This design comes from an exercise in tuning for small area and a short achievable clock period on the open sky130 flow, not from production work. RTL that was checked went through simulation tests only; none was proved equivalent to the original. For run 2, only the layout was checked, not whether the RTL still works. Power and IR drop assume default switching activity. The clock port is modelled as an ideal driver; clocking choices that lean on that would not hold on a real chip.

$ cat design/flow/config.mk
export PLATFORM = sky130hd
export DESIGN_NAME = pmp_top
export DESIGN_NICKNAME = pmp_top
export VERILOG_FILES = /design/flow/design.v
export SDC_FILE = /design/flow/constraint.sdc
export NUM_CORES = 8
export LEC_CHECK = 0
export CAP_MARGIN = 20
export CORE_MARGIN = 2
export CORE_UTILIZATION = 40
export SLEW_MARGIN = 20
$ cat design/flow/design.v
module pmp_cfg_block (address, pmp_pre_address, mode, pmp_address, match, size);
	input [33:0] address;
	input [31:0] pmp_address,pmp_pre_address ;
	input [1:0] size, mode;
	output match;
	reg [31:0] address_lb, address_ub;    
	reg [31:0] pmp_address_NA4; 
	reg [31:0] pmp_address_NAPOT_ub, pmp_address_NAPOT_lb;
	reg [3:0] data_size;  
	reg match;
	integer k;
	parameter	A0_OFF = 2'b00,
				A1_TOR = 2'b01,
				A2_NA4 = 2'b10,
				A3_NAPOT = 2'b11;
	always@(*)
	begin
		pmp_address_NA4 = pmp_address+4;
		case(size)
			2'b00: data_size = 1;
			2'b01: data_size = 2;
			2'b10: data_size = 4;
			2'b11: data_size = 8;
		endcase
		pmp_address_NAPOT_ub = 32'hFFFFFFFF;
		pmp_address_NAPOT_lb = 32'h00000000;
		for (k = 30; k >= 0; k = k - 1)
			if (pmp_address[k] == 1'b0) begin
				pmp_address_NAPOT_lb = pmp_address & ~((32'd2 << k) - 32'd1);
				pmp_address_NAPOT_ub = (pmp_address & ~((32'd2 << k) - 32'd1)) + (32'd2 << k);
			end
		address_lb = address[33:2];
		address_ub = address[33:2] + data_size -1;
	end
	always@(*)
	begin
		case(mode)
			A0_OFF:match = 1'b0;
			A1_TOR:begin
				if(address_lb >= pmp_pre_address && address_ub < pmp_address)    
					match = 1'b1;
				else
					match = 1'b0;
			end
			A2_NA4:begin
				if(address_lb >= pmp_address && address_ub < pmp_address_NA4)   
					match = 1'b1;
				else
					match = 1'b0;
			end
			A3_NAPOT:begin
				if(address_lb >= pmp_address_NAPOT_lb && address_ub < pmp_address_NAPOT_ub)
					match = 1'b1;
				else
					match = 1'b0;
			end
		endcase
	end
endmodule
	typedef struct packed {
    logic       l;
    logic [1:0] res;
    logic [1:0] a;
    logic       x,
                w,
                r;
  } pmpcfg_t;
module PMP #(
	parameter	A0_OFF = 2'b00,
	parameter	A1_TOR = 2'b01,
	parameter	A2_NA4 = 2'b10,
	parameter	A3_NAPOT = 2'b11,
	parameter VLEN = 31,
	parameter PLEN = 33,
	parameter PMP_CNT = 16,
	parameter U_MODE = 2'b00,
	parameter S_MODE = 2'b01,
	parameter M_MODE = 2'b11
)
(
    input               [PMP_CNT-1:0][7:0]     io_pmpcfg,     
    input               [PMP_CNT-1:0][VLEN:0]  io_pmpaddr,    
    input                            [1:0]     io_prv,
    input                                      io_req,
    input                            [PLEN:0]  io_addr,
    input                            [1:0]     io_size,
    input                                      io_r,
    input                                      io_w,
    input                                      io_x,
    output                                     io_exception
);
	reg [15:0] check;
	wire [15:0] match;
	reg no_match;
	reg [4:0] priority_pmp;
	reg io_exception_reg;
	pmpcfg_t cfg_sel;
	assign cfg_sel = io_pmpcfg[priority_pmp];
	pmp_cfg_block pmp0 (.address(io_addr), .pmp_pre_address(0), .mode(io_pmpcfg[0][4:3]), .pmp_address(io_pmpaddr[0]), .match(match[0]), .size(io_size));
	pmp_cfg_block pmp1 (.address(io_addr), .pmp_pre_address(io_pmpaddr[0]), .mode(io_pmpcfg[1][4:3]), .pmp_address(io_pmpaddr[1]), .match(match[1]), .size(io_size));
	pmp_cfg_block pmp2 (.address(io_addr), .pmp_pre_address(io_pmpaddr[1]), .mode(io_pmpcfg[2][4:3]), .pmp_address(io_pmpaddr[2]), .match(match[2]), .size(io_size));
	pmp_cfg_block pmp3 (.address(io_addr), .pmp_pre_address(io_pmpaddr[2]), .mode(io_pmpcfg[3][4:3]), .pmp_address(io_pmpaddr[3]), .match(match[3]), .size(io_size));
	pmp_cfg_block pmp4 (.address(io_addr), .pmp_pre_address(io_pmpaddr[3]), .mode(io_pmpcfg[4][4:3]), .pmp_address(io_pmpaddr[4]), .match(match[4]), .size(io_size));
	pmp_cfg_block pmp5 (.address(io_addr), .pmp_pre_address(io_pmpaddr[4]), .mode(io_pmpcfg[5][4:3]), .pmp_address(io_pmpaddr[5]), .match(match[5]), .size(io_size));
	pmp_cfg_block pmp6 (.address(io_addr), .pmp_pre_address(io_pmpaddr[5]), .mode(io_pmpcfg[6][4:3]), .pmp_address(io_pmpaddr[6]), .match(match[6]), .size(io_size));
	pmp_cfg_block pmp7 (.address(io_addr), .pmp_pre_address(io_pmpaddr[6]), .mode(io_pmpcfg[7][4:3]), .pmp_address(io_pmpaddr[7]), .match(match[7]), .size(io_size));
	pmp_cfg_block pmp8 (.address(io_addr), .pmp_pre_address(io_pmpaddr[7]), .mode(io_pmpcfg[8][4:3]), .pmp_address(io_pmpaddr[8]), .match(match[8]), .size(io_size));
	pmp_cfg_block pmp9 (.address(io_addr), .pmp_pre_address(io_pmpaddr[8]), .mode(io_pmpcfg[9][4:3]), .pmp_address(io_pmpaddr[9]), .match(match[9]), .size(io_size));
	pmp_cfg_block pmp10 (.address(io_addr), .pmp_pre_address(io_pmpaddr[9]), .mode(io_pmpcfg[10][4:3]), .pmp_address(io_pmpaddr[10]), .match(match[10]), .size(io_size));
	pmp_cfg_block pmp11 (.address(io_addr), .pmp_pre_address(io_pmpaddr[10]), .mode(io_pmpcfg[11][4:3]), .pmp_address(io_pmpaddr[11]), .match(match[11]), .size(io_size));
	pmp_cfg_block pmp12 (.address(io_addr), .pmp_pre_address(io_pmpaddr[11]), .mode(io_pmpcfg[12][4:3]), .pmp_address(io_pmpaddr[12]), .match(match[12]), .size(io_size));
	pmp_cfg_block pmp13 (.address(io_addr), .pmp_pre_address(io_pmpaddr[12]), .mode(io_pmpcfg[13][4:3]), .pmp_address(io_pmpaddr[13]), .match(match[13]), .size(io_size));
	pmp_cfg_block pmp14 (.address(io_addr), .pmp_pre_address(io_pmpaddr[13]), .mode(io_pmpcfg[14][4:3]), .pmp_address(io_pmpaddr[14]), .match(match[14]), .size(io_size));
	pmp_cfg_block pmp15 (.address(io_addr), .pmp_pre_address(io_pmpaddr[14]), .mode(io_pmpcfg[15][4:3]), .pmp_address(io_pmpaddr[15]), .match(match[15]), .size(io_size));
	assign io_exception = io_exception_reg;
	int i;
	always@(*)
	begin
		for(i=0; i<16; i++)
		begin
			if(match[i] == 0)
				check[i] = 1'b0;
			else 
				check[i] = 1'b1;
		end
		casex(check)
			16'bxxxxxxxx_xxxxxxx1:begin 
									priority_pmp=0;
									no_match=1'b0;
			end
			16'bxxxxxxxx_xxxxxx10:begin	
									priority_pmp=1;
									no_match=1'b0;
			end
			16'bxxxxxxxx_xxxxx100:begin 
									priority_pmp=2;
									no_match=1'b0;
			end
			16'bxxxxxxxx_xxxx1000:begin 
									priority_pmp=3;
									no_match=1'b0;
			end
			16'bxxxxxxxx_xxx10000:begin 
									priority_pmp=4;
									no_match=1'b0;
			end
			16'bxxxxxxxx_xx100000:begin 
									priority_pmp=5;
									no_match=1'b0;
			end
			16'bxxxxxxxx_x1000000:begin 
									priority_pmp=6;
									no_match=1'b0;
			end
			16'bxxxxxxxx_10000000:begin
									priority_pmp=7;
									no_match=1'b0;
			end
			16'bxxxxxxx1_00000000:begin
									priority_pmp=8;
									no_match=1'b0;
			end
			16'bxxxxxx10_00000000:begin 
									priority_pmp=9;
									no_match=1'b0;
			end
			16'bxxxxx100_00000000:begin 
									priority_pmp=10;
									no_match=1'b0;
			end
			16'bxxxx1000_00000000:begin 
									priority_pmp=11;
									no_match=1'b0;
			end
			16'bxxx10000_00000000:begin 
									priority_pmp=12;
									no_match=1'b0;
			end
			16'bxx100000_00000000:begin 
									priority_pmp=13;
									no_match=1'b0;
			end
			16'bx1000000_00000000:begin 
									priority_pmp=14;
									no_match=1'b0;
			end
			16'b10000000_00000000:begin 
									priority_pmp=15;
									no_match=1'b0;
			end
			default:begin
						priority_pmp=15;
						no_match=1'b1;
					end
		endcase
	end
	always@(*)
	begin
			if(!no_match)
				if(io_req && (io_prv == M_MODE) && (cfg_sel.l == 1'b1) ) begin
					if( (cfg_sel.w & io_w) || (cfg_sel.r & io_r) || (cfg_sel.x & io_x) )
						io_exception_reg=1'b0;
					else
						io_exception_reg=1'b1;
					end
				else if(io_req && (io_prv == M_MODE) && (cfg_sel.l == 1'b0)) begin
					io_exception_reg=1'b0;
					end
				else if((io_req && (io_prv == S_MODE)) || (io_req && (io_prv == U_MODE)) ) begin
					if( (cfg_sel.w & io_w) || (cfg_sel.r & io_r) || (cfg_sel.x & io_x) )
						io_exception_reg=1'b0;
					else
						io_exception_reg=1'b1;
					end
				else   
						io_exception_reg=1'b1;
			else  
				io_exception_reg=1'b1;
	end  
endmodule
module pmp_top (
    input  wire           clk,
    input  wire [127:0]   io_pmpcfg,    
    input  wire [511:0]   io_pmpaddr,   
    input  wire [1:0]     io_prv,
    input  wire           io_req,
    input  wire [33:0]    io_addr,
    input  wire [1:0]     io_size,
    input  wire           io_r,
    input  wire           io_w,
    input  wire           io_x,
    output reg            io_exception
);
    wire exception_d;
    PMP #(
        .A0_OFF  (2'b00),
        .A1_TOR  (2'b01),
        .A2_NA4  (2'b10),
        .A3_NAPOT(2'b11),
        .VLEN    (31),
        .PLEN    (33),
        .PMP_CNT (16),
        .U_MODE  (2'b00),
        .S_MODE  (2'b01),
        .M_MODE  (2'b11)
    ) u_pmp (
        .io_pmpcfg   (io_pmpcfg),
        .io_pmpaddr  (io_pmpaddr),
        .io_prv      (io_prv),
        .io_req      (io_req),
        .io_addr     (io_addr),
        .io_size     (io_size),
        .io_r        (io_r),
        .io_w        (io_w),
        .io_x        (io_x),
        .io_exception(exception_d)
    );
    always @(posedge clk)
        io_exception <= exception_d;
endmodule
$ cat design/flow/run.sh
#!/bin/bash
# synth_recipe.tcl (not shown) runs the flow's synth.tcl, then flattens the netlist and writes it again
# the make line also repeats each setting of config.mk as NAME=value (left out here)
make -C /OpenROAD-flow-scripts/flow DESIGN_CONFIG=/design/flow/config.mk WORK_HOME=/design/flow/orfs CLKGATE_MAP_FILE= SYNTH_SCRIPT=/design/flow/synth_recipe.tcl finish
$ cat design/flow/constraint.sdc
create_clock -name core_clock -period 16.0 [get_ports {clk}]
set_input_delay 3.2000 -clock core_clock [delete_from_list [all_inputs] [get_ports {clk}]]
set_output_delay 3.2000 -clock core_clock [all_outputs]
set_load 0.01 [all_outputs]
==> results.txt, run 1 <==
- RSZ-0062 raised after global routing: false
- Hold Path Class: input pin to flop
- I/O pin total: just under 700
- Worst path slowest cell: xnor2_2
- Grt ovf: 0
- Max reg flops: 1
- Global Route Usage Sum: 46.6%
- Critical path buffer and inverter count: 3
- Hold path depth: 3
- CP dominant cell by count: a21oi_1
- Via count: approximately 330k
- Slew @ Worst Pin: 1.35 ns
- Hold buffers post-CTS: 0
- Max Slew Vio Count: 0
- Core box area: slightly above 600000 µm²
- Drt via density: around 7.2
- Final Wtd Congestion: 1.06
- Synth Area in Adders: 20.9%
- Die X-Extent: 790 µm
- Syn_nets: approximately 44000
- Syn-to-layout area delta: 4.39%
- Starting Density: 40.2%
- Chip height: approximately 800 µm
- Pin count of the biggest net entering global routing: ~70
- Status: complete, no violations
- Final min period: 15.01 ns
- Layout cells sized above 1: between 5 and 6%
- Setup CP Type: input pin to flop
- Synth top area cells: ha_1 18%, xnor2_1 11%, a21oi_1 7.7%
- Clock-pin slew on the worst setup and hold paths: 0 ns
- DR pass1 iterations: 9
- Instance count on the critical path: 36
- Fillers: 66231
- Xor/xnor share of the synthesized area: a little over a tenth
- YS warnings: 3
- Relative slew slack: 9.32%
- Dominant synthesized flop cell: dfxtp_1
- CP endpoint kind: flop
- DP Wirelength: 1140000 µm
- P_int: 0.00307 W
- # DRC: 0
- Net Sw Frac: 68.7%
- Mux cell area share after synthesis: 3.76%
- Compound-Gate Fraction of Synth Area: 32.3%
- Synthesized area: 247000 µm²
- Nets: 41651
- First-pass GRT wire length: 2180000 µm
- Switch Pwr: 0.00672 W
- Max capacitance violation total: 0
- Synth Area in Simple Gates: 25.3%
- Pwr dens: 37.9 nW/µm²
- Crit Path Max Fanout: 20
- Critical path required time: 15.85 ns
- Cell count after synthesis: 39407
- IO Port Bufs: 649
- Routed WL per cell: 34.0 µm
- Count of cell types in the netlist: 107
- Share of the synthesized area in the top cell type: 17.6%
- Min-delay src: io_r
- Fin. Hold Viols: 0
- Leading area contributor after synthesis: ha_1
- Initial antenna violation count: around 200
- Critical path's top delay family: compound AO/OA/AOI/OAI gates
- Max stage delay on crit path: 1.01 ns
- Die area: 624000 µm²
- CP Launch Type: input pin
- Async S/R FF share, synth: 0%
- Synth Register Bits: 1
- FP Rows: roughly 290
- Post-synth EDFFs: 0
- Largest family of logic cells by synthesized area: compound AO/OA/AOI/OAI gates
- Post_cts resized: 0
- # setup viols final: 0
- Vias in the first global route: 291404
- Crit path launch: io_size[1]
- P_leak: 90.8 nW
- CP Data Arrival Time: 14.85 ns
- Max Clk Rate: ~67 MHz
- CP endpoint: io_exception$_SDFF_PN1_
- Fin area: between 200000 and 300000 µm²
- Register area share after synthesis: 0.00810%
- Post-Syn Area per Cell: 6.27 µm²
- Setup_tns: 0 ns
- Area post-placement: 257000 µm²
- Detailed Route WL: 1560000 µm
- Post-CTS Setup Repair Bufs: 0
- 1st-iter DRT viols: roughly 53000
- Crit share post-route: 93.8%
- VDD IR max: about 0.073 mV
- Remaining antenna violation count: 0
cells in the final DEF, fill, tap and decap left out, types with 502 or more instances in the layout:
| master | netlist | final |
|---|---|---|
| buf_4 | 3 | 1162 |
| xnor2_1 | 3005 | 2985 |
| o22ai_1 | 918 | 918 |
| maj3_1 | 812 | 812 |
| a31oi_1 | 719 | 717 |
| nand4_1 | 679 | 679 |
| a21oi_1 | 3777 | 3774 |
| ha_1 | 3473 | 3471 |
| nor3_1 | 1117 | 1114 |
| o211ai_1 | 513 | 513 |
| nand2_1 | 4670 | 4670 |
| a211oi_1 | 640 | 634 |
| o21ai_0 | 3131 | 3128 |
| and3_1 | 502 | 502 |
| inv_1 | 555 | 552 |
| nor2_1 | 3840 | 3836 |
| nand3_1 | 1747 | 1747 |
| mux2i_1 | 829 | 829 |
per-stage QoR:
step           worst slack [ns]  instances  hold WS, ns  power (W)  util (%)
2_1_floorplan              3.77      39407         3.37    0.00558         -
3_3_place_gp               1.55      45609         3.92    0.00915      41.8
3_5_place_dp               1.60      45611         3.91    0.00928      41.8
4_1_cts                    1.53      45611         3.92    0.00932      41.8
5_1_grt                   0.787      45686         3.97     0.0103      41.9
6_report                  0.994      45822         3.91    0.00979      41.9
cells in the mapped netlist, types with 225 or more instances:
| library cell | number |
|---|---|
| o221ai_1 | 488 |
| nor3_1 | 1117 |
| nor4_1 | 225 |
| xnor2_1 | 3005 |
| inv_1 | 555 |
| a21oi_1 | 3777 |
| buf_1 | 919 |
| nand3_1 | 1747 |
| a211oi_1 | 640 |
| mux2i_1 | 829 |
| clkbuf_1 | 2764 |
| ha_1 | 3473 |
| o211ai_1 | 513 |
| o21ai_0 | 3131 |
| nand2_1 | 4670 |
| o31ai_1 | 249 |
| and2_1 | 321 |
| and3_1 | 502 |
| o22ai_1 | 918 |
| nor2_1 | 3840 |
| a31oi_1 | 719 |
| maj3_1 | 812 |
| a21o_1 | 369 |
| nand4_1 | 679 |
routing by layer:
layer,share of wire (%),global-route usage [%]
met5,0.064,0
met4,8.1,32.7
met3,13,13.3
met2,40,67.0
met1,38,59.5
worst min-delay path, stage by stage:
cell             delay, ns
clkdlybuf4s50_1       0.46
a31o_1                0.14
o21ai_1               0.06
final cells by class:
cell class,count,area (µm²),share of cell area (%)
Antenna cell,210,526,0.204
Inverter,723,2720,1.05
Multi-Input combinational cell,34941,231000,89.5
Sequential cell,1,20.0,0.00776
Tap cell,8120,10200,3.94
Timing Repair Buffer,1827,13800,5.34
power groups by stage:
stage               Clock (W)  Sequential, W  Combinational [W]
floorplan                   0     0.00000439            0.00557
global placement            0     0.00000382            0.00915
detailed placement          0     0.00000384            0.00927
CTS                         0     0.00000389            0.00932
kinds of logic after synthesis:
family          Yosys count
simple gates          13880
compound gates        12786
buf+inv                4465
fa+ha+maj              4286
xor+xnor               3080
mux                     909
flops                     1
worst min path at each step:
stage	end	slack [ns]
2_1_floorplan	io_exception$_SDFF_PN1_	3.37
3_3_place_gp	io_exception$_SDFF_PN1_	3.92
3_5_place_dp	io_exception$_SDFF_PN1_	3.91
4_1_cts	io_exception$_SDFF_PN1_	3.92
5_1_grt	io_exception$_SDFF_PN1_	3.97
6_report	io_exception$_SDFF_PN1_	3.91
==> inputs of run 2 (changes only) <==
==> design/flow/design.v (replaced) <==
function automatic cmp_lt32(input [31:0] a, input [31:0] b, input cin);
    reg [31:0] g, p;
    integer w, j;
    begin
        g = ~a & b;
        p = ~a | b;
        g[0] = g[0] | (p[0] & cin);
        for (w = 16; w >= 1; w = w / 2)
            for (j = 0; j < w; j = j + 1) begin
                g[j] = g[2*j+1] | (p[2*j+1] & g[2*j]);
                p[j] = p[2*j+1] & p[2*j];
            end
        cmp_lt32 = g[0];
    end
endfunction
module pmp_cfg_block (
    input  wire [31:0] alb,        
    input  wire [31:0] aub,        
    input  wire [31:0] aub4,       
    input  wire        aub_lt4,    
    input  wire        aub_max,    
    input  wire        cout,       
    input  wire        ge_pre,     
    input  wire [1:0]  mode,
    input  wire [31:0] pa,
    output wire        ge,
    output reg         match
);
    wire tor = mode == 2'b01;
    wire na4 = mode == 2'b10;
    wire nap = mode == 2'b11;
    reg [32:0] tn;
    integer b;
    always @(*) begin
        tn[0] = nap;
        for (b = 1; b <= 32; b = b + 1) tn[b] = tn[b-1] & pa[b-1];
    end
    wire        special = tn[31];              
    wire [31:0] hb  = pa | tn[31:0];
    wire        hb_ones_31_3 = &hb[31:3];
    wire        hb_ones_31_2 = hb_ones_31_3 & hb[2];
    wire        hb_ones = hb_ones_31_2 & hb[1] & hb[0];
    wire [31:0] wb = na4 ? aub4 : aub;
    wire hi = cmp_lt32(wb, hb, nap);
    assign ge = !cmp_lt32(alb, pa, 1'b0);
    wire eqm = &(~(alb ^ pa) | tn[31:0]);
    wire ge_lb_cout = !(!(pa[0] & pa[1]) & hb_ones_31_3 &
                        (pa[0] ? (!alb[2] & pa[2]) : (alb[2:1] < pa[2:1])));
    wire ge_lb = cout ? ge_lb_cout : eqm;
    always @(*) begin
        case (mode)
            2'b00: match = 1'b0;
            2'b01: match = ge_pre & hi;
            2'b10: match = ge & (hb_ones_31_2 ? (aub_lt4 & hi) : (aub_lt4 | hi));
            2'b11: match = special ? !aub_max : (hi & !hb_ones & ge_lb);
        endcase
    end
endmodule
module PMP (
    input  wire [127:0] io_pmpcfg,
    input  wire [511:0] io_pmpaddr,
    input  wire [1:0]   io_prv,
    input  wire         io_req,
    input  wire [33:0]  io_addr,
    input  wire [1:0]   io_size,
    input  wire         io_r,
    input  wire         io_w,
    input  wire         io_x,
    output reg          io_exception
);
    wire [31:0] alb = io_addr[33:2];
    reg  [2:0]  span;
    always @(*)
        case (io_size)
            2'd0: span = 3'd0;
            2'd1: span = 3'd1;
            2'd2: span = 3'd3;
            2'd3: span = 3'd7;
        endcase
    wire [32:0] sum  = {1'b0, alb} + {30'd0, span};
    wire [31:0] aub  = sum[31:0];
    wire [31:0] aub4 = aub - 32'd4;
    wire        aub_lt4 = aub[31:2] == 30'd0;
    wire        aub_max = &aub;
    wire        cout = sum[32];
    wire [15:0] match, ge;
    genvar i;
    generate
        for (i = 0; i < 16; i = i + 1) begin : g_entry
            pmp_cfg_block u_blk (
                .alb(alb), .aub(aub), .aub4(aub4), .aub_lt4(aub_lt4),
                .aub_max(aub_max), .cout(cout),
                .ge_pre(i == 0 ? 1'b1 : ge[(i == 0 ? 0 : i - 1)]),
                .mode(io_pmpcfg[8*i+3 +: 2]), .pa(io_pmpaddr[32*i +: 32]),
                .ge(ge[i]), .match(match[i]));
        end
    endgenerate
    reg       any;
    reg [7:0] c;
    integer k;
    always @(*) begin
        any = 1'b0;
        c   = 8'd0;
        for (k = 15; k >= 0; k = k - 1)
            if (match[k]) begin
                any = 1'b1;
                c   = io_pmpcfg[8*k +: 8];
            end
    end
    wire perm = (c[1] & io_w) | (c[0] & io_r) | (c[2] & io_x);
    always @(*) begin
        if (!any || !io_req || io_prv == 2'b10) io_exception = 1'b1;
        else if (io_prv == 2'b11)               io_exception = c[7] & !perm;
        else                                    io_exception = !perm;
    end
endmodule
module pmp_top (
    input  wire           clk,
    input  wire [127:0]   io_pmpcfg,
    input  wire [511:0]   io_pmpaddr,
    input  wire [1:0]     io_prv,
    input  wire           io_req,
    input  wire [33:0]    io_addr,
    input  wire [1:0]     io_size,
    input  wire           io_r,
    input  wire           io_w,
    input  wire           io_x,
    output reg            io_exception
);
    wire exception_d;
    PMP u_pmp (
        .io_pmpcfg(io_pmpcfg), .io_pmpaddr(io_pmpaddr), .io_prv(io_prv),
        .io_req(io_req), .io_addr(io_addr), .io_size(io_size),
        .io_r(io_r), .io_w(io_w), .io_x(io_x), .io_exception(exception_d));
    always @(posedge clk)
        io_exception <= exception_d;
endmodule
==> results.txt, run 2 <==
- Status: complete, no violations (unchanged)
- # setup viols final: 0 (unchanged)
- Crit share post-route: 80.5% (was 93.8%)
- Worst path slowest cell: nor2_1 (was xnor2_2)
- Die area: 147000 µm² (was 624000 µm²)
- Max capacitance violation total: 0 (unchanged)
- P_int: 0.000681 W (was 0.00307 W)
- Pin count of the biggest net entering global routing: 41 (was 68)
- CP Data Arrival Time: 12.77 ns (was 14.85 ns)
- Post-Syn Area per Cell: 6.62 µm² (was 6.27 µm²)
- Crit Path Max Fanout: 10 (was 20)
- Hold Path Class: input pin to flop (unchanged)
- FP Rows: 139 (was 288)
- Final min period: 12.88 ns (was 15.01 ns)
- Critical path's top delay family: simple AND/OR/NAND/NOR gates (was compound AO/OA/AOI/OAI gates)
- Clock-pin slew on the worst setup and hold paths: 0 ns (about the same)
- Starting Density: 40.2% (about the same)
- Critical path required time: 15.89 ns (was 15.85 ns)
- Synth Area in Simple Gates: 29.8% (was 25.3%)
- Drt via density: 7.39 (was 7.18)
- Vias in the first global route: 74198 (was 291404)
- Fin. Hold Viols: 0 (unchanged)
- VDD IR max: 0.0249 mV (was 0.0730 mV)
- IO Port Bufs: 649 (unchanged)
- Post_cts resized: 0 (unchanged)
- Most frequent cells in the layout: 1030 x ha_1, 761 x nor2_1, 751 x inv_1 (was 4670 x nand2_1, 3836 x nor2_1, 3774 x a21oi_1)
- 1st-iter DRT viols: 15146 (was 53283)
- Core box area: 143000 µm² (was 615000 µm²)
- Post-synth EDFFs: 0 (unchanged)
- Largest reg by FF count: io_exception
- Pwr dens: 31.1 nW/µm² (was 37.9 nW/µm²)
- Commonest non-fill, non-tap cell in the layout: ha_1 (was nand2_1)
- Initial antenna violation count: 82 (was 196)
- CP Launch Type: input pin (unchanged)
- Max reg flops: 1 (unchanged)
- Net Sw Frac: 68.0% (was 68.7%)
- Global Route Usage Sum: 56.8% (was 46.6%)
- Routed WL per cell: 39.0 µm (was 34.0 µm)
- Register area share after synthesis: 0.0349% (was 0.00810%)
- Via count: 83618 (was 328800)
- Synth Area in Adders: 24.2% (was 20.9%)
- Switch Pwr: 0.00144 W (was 0.00672 W)
- Final Wtd Congestion: 1.14 (was 1.06)
- Synth Register Bits: 1 (unchanged)
- Largest registers: io_exception (1)
- Synth top area cells: ha_1 22%, xnor2_1 6.0%, a21oi_1 6.0% (was ha_1 18%, xnor2_1 11%, a21oi_1 7.7%)
- RSZ-0062 raised after global routing: false (unchanged)
- Xor/xnor share of the synthesized area: 6.37% (was 10.9%)
- Dominant synthesized flop cell: dfxtp_1 (unchanged)
- Die X-Extent: 383 µm (was 790 µm)
- Synthesized area: 57400 µm² (was 247000 µm²)
- I/O pin total: 684 (unchanged)
- Relative slew slack: 8.52% (was 9.32%)
- Count of cell types in the netlist: 127 (was 107)
- Share of the synthesized area in the top cell type: 22.5% (was 17.6%)
- Layout cells sized above 1: 8.00% (was 5.23%)
- Remaining antenna violation count: 0 (unchanged)
- Post-CTS Setup Repair Bufs: 0 (unchanged)
- Async S/R FF share, synth: 0% (unchanged)
- Most instantiated library cell after synthesis: ha_1 (was nand2_1)
- # DRC: 0 (unchanged)
- YS warnings: 3 (unchanged)
- Nets: 11056 (was 41651)
- Grt ovf: 0 (unchanged)
- Slew @ Worst Pin: 1.37 ns (was 1.35 ns)
- Setup CP Type: input pin to flop (unchanged)
- FF+latch area: 20.0 µm² (unchanged)
- Compound-Gate Fraction of Synth Area: 30.7% (was 32.3%)
- Commonest cells in the netlist: 1030 x ha_1, 770 x nor2_1, 768 x inv_1, 687 x a21oi_1, 613 x nand2_1 (was 4670 x nand2_1, 3840 x nor2_1, 3777 x a21oi_1, 3473 x ha_1, 3131 x o21ai_0)
- Leading area contributor after synthesis: ha_1 (unchanged)
- WHS: 3.89 ns (was 3.91 ns)
- Detailed Route WL: 442000 µm (was 1560000 µm)
- CP cell instances: clkdlybuf4s50_1 -> and2_1 -> ha_1 -> a211oi_2 -> nor2_1 -> o211ai_1 -> nor2_2 -> nand3_2 -> buf_4 -> nor2_1 -> o21ai_0 -> buf_4 -> a21oi_1 -> o22ai_1 -> o2111a_1 -> a221o_1 -> a2111oi_0 -> nor3_2 -> o211ai_1 -> buf_12 -> or2b_1 -> a32o_1 -> o41a_1 -> o31ai_1
- Max stage delay on crit path: 1.02 ns (was 1.01 ns)
- Hold buffers post-CTS: 0 (unchanged)
- Max Slew Vio Count: 0 (unchanged)
- Setup_tns: 0 ns (unchanged)
- First-pass GRT wire length: 590000 µm (was 2180000 µm)
- Chip height: 383 µm (was 790 µm)
- Syn_nets: 10391 (was 43564)
- P_leak: 27.5 nW (was 90.8 nW)
- DR pass1 iterations: 10 (was 9)
- Final Core Density: 47.9% (was 41.9%)
- Critical path buffer and inverter count: 4 (was 3)
- Syn-to-layout area delta: 19.2% (was 4.39%)
- Max Clk Rate: 77.6 MHz (was 66.6 MHz)
- Largest family of logic cells by synthesized area: compound AO/OA/AOI/OAI gates (unchanged)
- Mux cell area share after synthesis: 0.678% (was 3.76%)
- Cell count after synthesis: 8677 (was 39407)
- DP Wirelength: 322000 µm (was 1140000 µm)
- Fillers: 14882 (was 66231)
- CP endpoint kind: flop (unchanged)
- Footprint of the multi-input gates: 53200 µm² (was 231000 µm²)
[run 2: changes by cell type in the layout (fill, tap and decap cells not counted), moves of 739 or more]
cell     change
a21oi_1   -3089
buf_4      -746
ha_1      -2441
mux2i_1    -798
nand2_1   -4061
nand3_1   -1490
nor2_1    -3075
nor3_1     -739
o21ai_0   -2730
o22ai_1    -786
xnor2_1   -2615
[run 2: path summary, 6_finish.rpt]
path	end	slack (ns)	start	cells after the start
setup / recovery	io_exception$_SDFF_PP1_	3.12	io_size[1]	24
hold / removal	io_exception$_SDFF_PP1_	3.89	io_req	4
[run 2: layer usage]
layer	track usage (%)	up-vias	part of all wire (%)	wire length [µm]
met5	1.92	-	0.13	582
met4	52.8	55	11	50100
met3	26.3	2441	16	70200
met2	76.5	8030	38	167000
met1	65.5	39068	35	154000
li1	-	34024	-	-
[run 2: worst min-delay path, stage by stage]
cell             delay, ns
clkdlybuf4s50_1       0.40
o21ai_0               0.12
a31oi_1               0.06
o31ai_1               0.08
[run 2: power by group through the flow]
| stage | sequential, W | combinational (W) | clock (W) |
|---|---|---|---|
| after floorplan | 0.00000358 | 0.000957 | 0 |
| after detailed placement | 0.00000324 | 0.00196 | 0 |
| after global routing | 0.00000328 | 0.00215 | 0.0000000000636 |
| after CTS | 0.00000326 | 0.00197 | 0 |
| after global placement | 0.00000325 | 0.00195 | 0 |
[run 2: layout make-up]
class | count | share of cell area, %
diodes | 79 | 0.289
multi-input cells | 7486 | 77.8
repair buffers | 1078 | 14.2
well taps | 1903 | 3.48
inverters | 775 | 4.25
flip-flops and latches | 1 | 0.0293
[run 2: cell families (layout without fill, tap and decap cells)]
| family | after synthesis | after routing |
|---|---|---|
| simple gates | 3285 | 3285 |
| compound gates | 2617 | 2617 |
| buf+inv | 1190 | 1853 |
| fa+ha+maj | 1130 | 1130 |
| xor+xnor | 416 | 416 |
| mux | 38 | 38 |
| flops | 1 | 1 |
| other cells | 0 | 79 |
[run 2: per-stage QoR]
stage          power, W  area, µm²  worst slack, ns  std cells
2_1_floorplan  0.000961      57400             6.05       8677
3_3_place_gp    0.00195      68200             3.93      11241
3_5_place_dp    0.00196      68200             3.86      11242
4_1_cts         0.00197      68200             3.83      11242
5_1_grt         0.00216      68300             3.13      11256
6_report        0.00213      68400             3.12      11322

re-timing with driven ports:
Ports are ideal in the flow. The routed layouts listed here were re-timed in OpenROAD. Step 1 assumes that a clkbuf_16 drives the clock port and a buf_2 every other input. Step 2, shift: input delay + t, output delay - t, t = (earliest + latest rising clock arrival at the registers) / 2. This alone moves slack from input paths to output paths. a / b / c = ideal ports / drivers / drivers and shift; a / b = the first two.
run	t (ns)	slack for setup (ns)	worst hold slack (ns)	latest minus earliest clock arrival (ns)	worst slew at a driven data input, ns
run 1	0.014	0.994 / 0.992 / 0.978	3.915 / 3.918 / 3.932	0.000 / 0.000	0.38
run 2	0.004	3.118 / 3.092 / 3.088	3.892 / 3.909 / 3.913	0.000 / 0.000	0.18
After both steps every run listed still meets setup and hold. For run 2, which loses most, drivers alone change the setup slack by -0.026 ns; drivers and shift together by -0.030 ns.
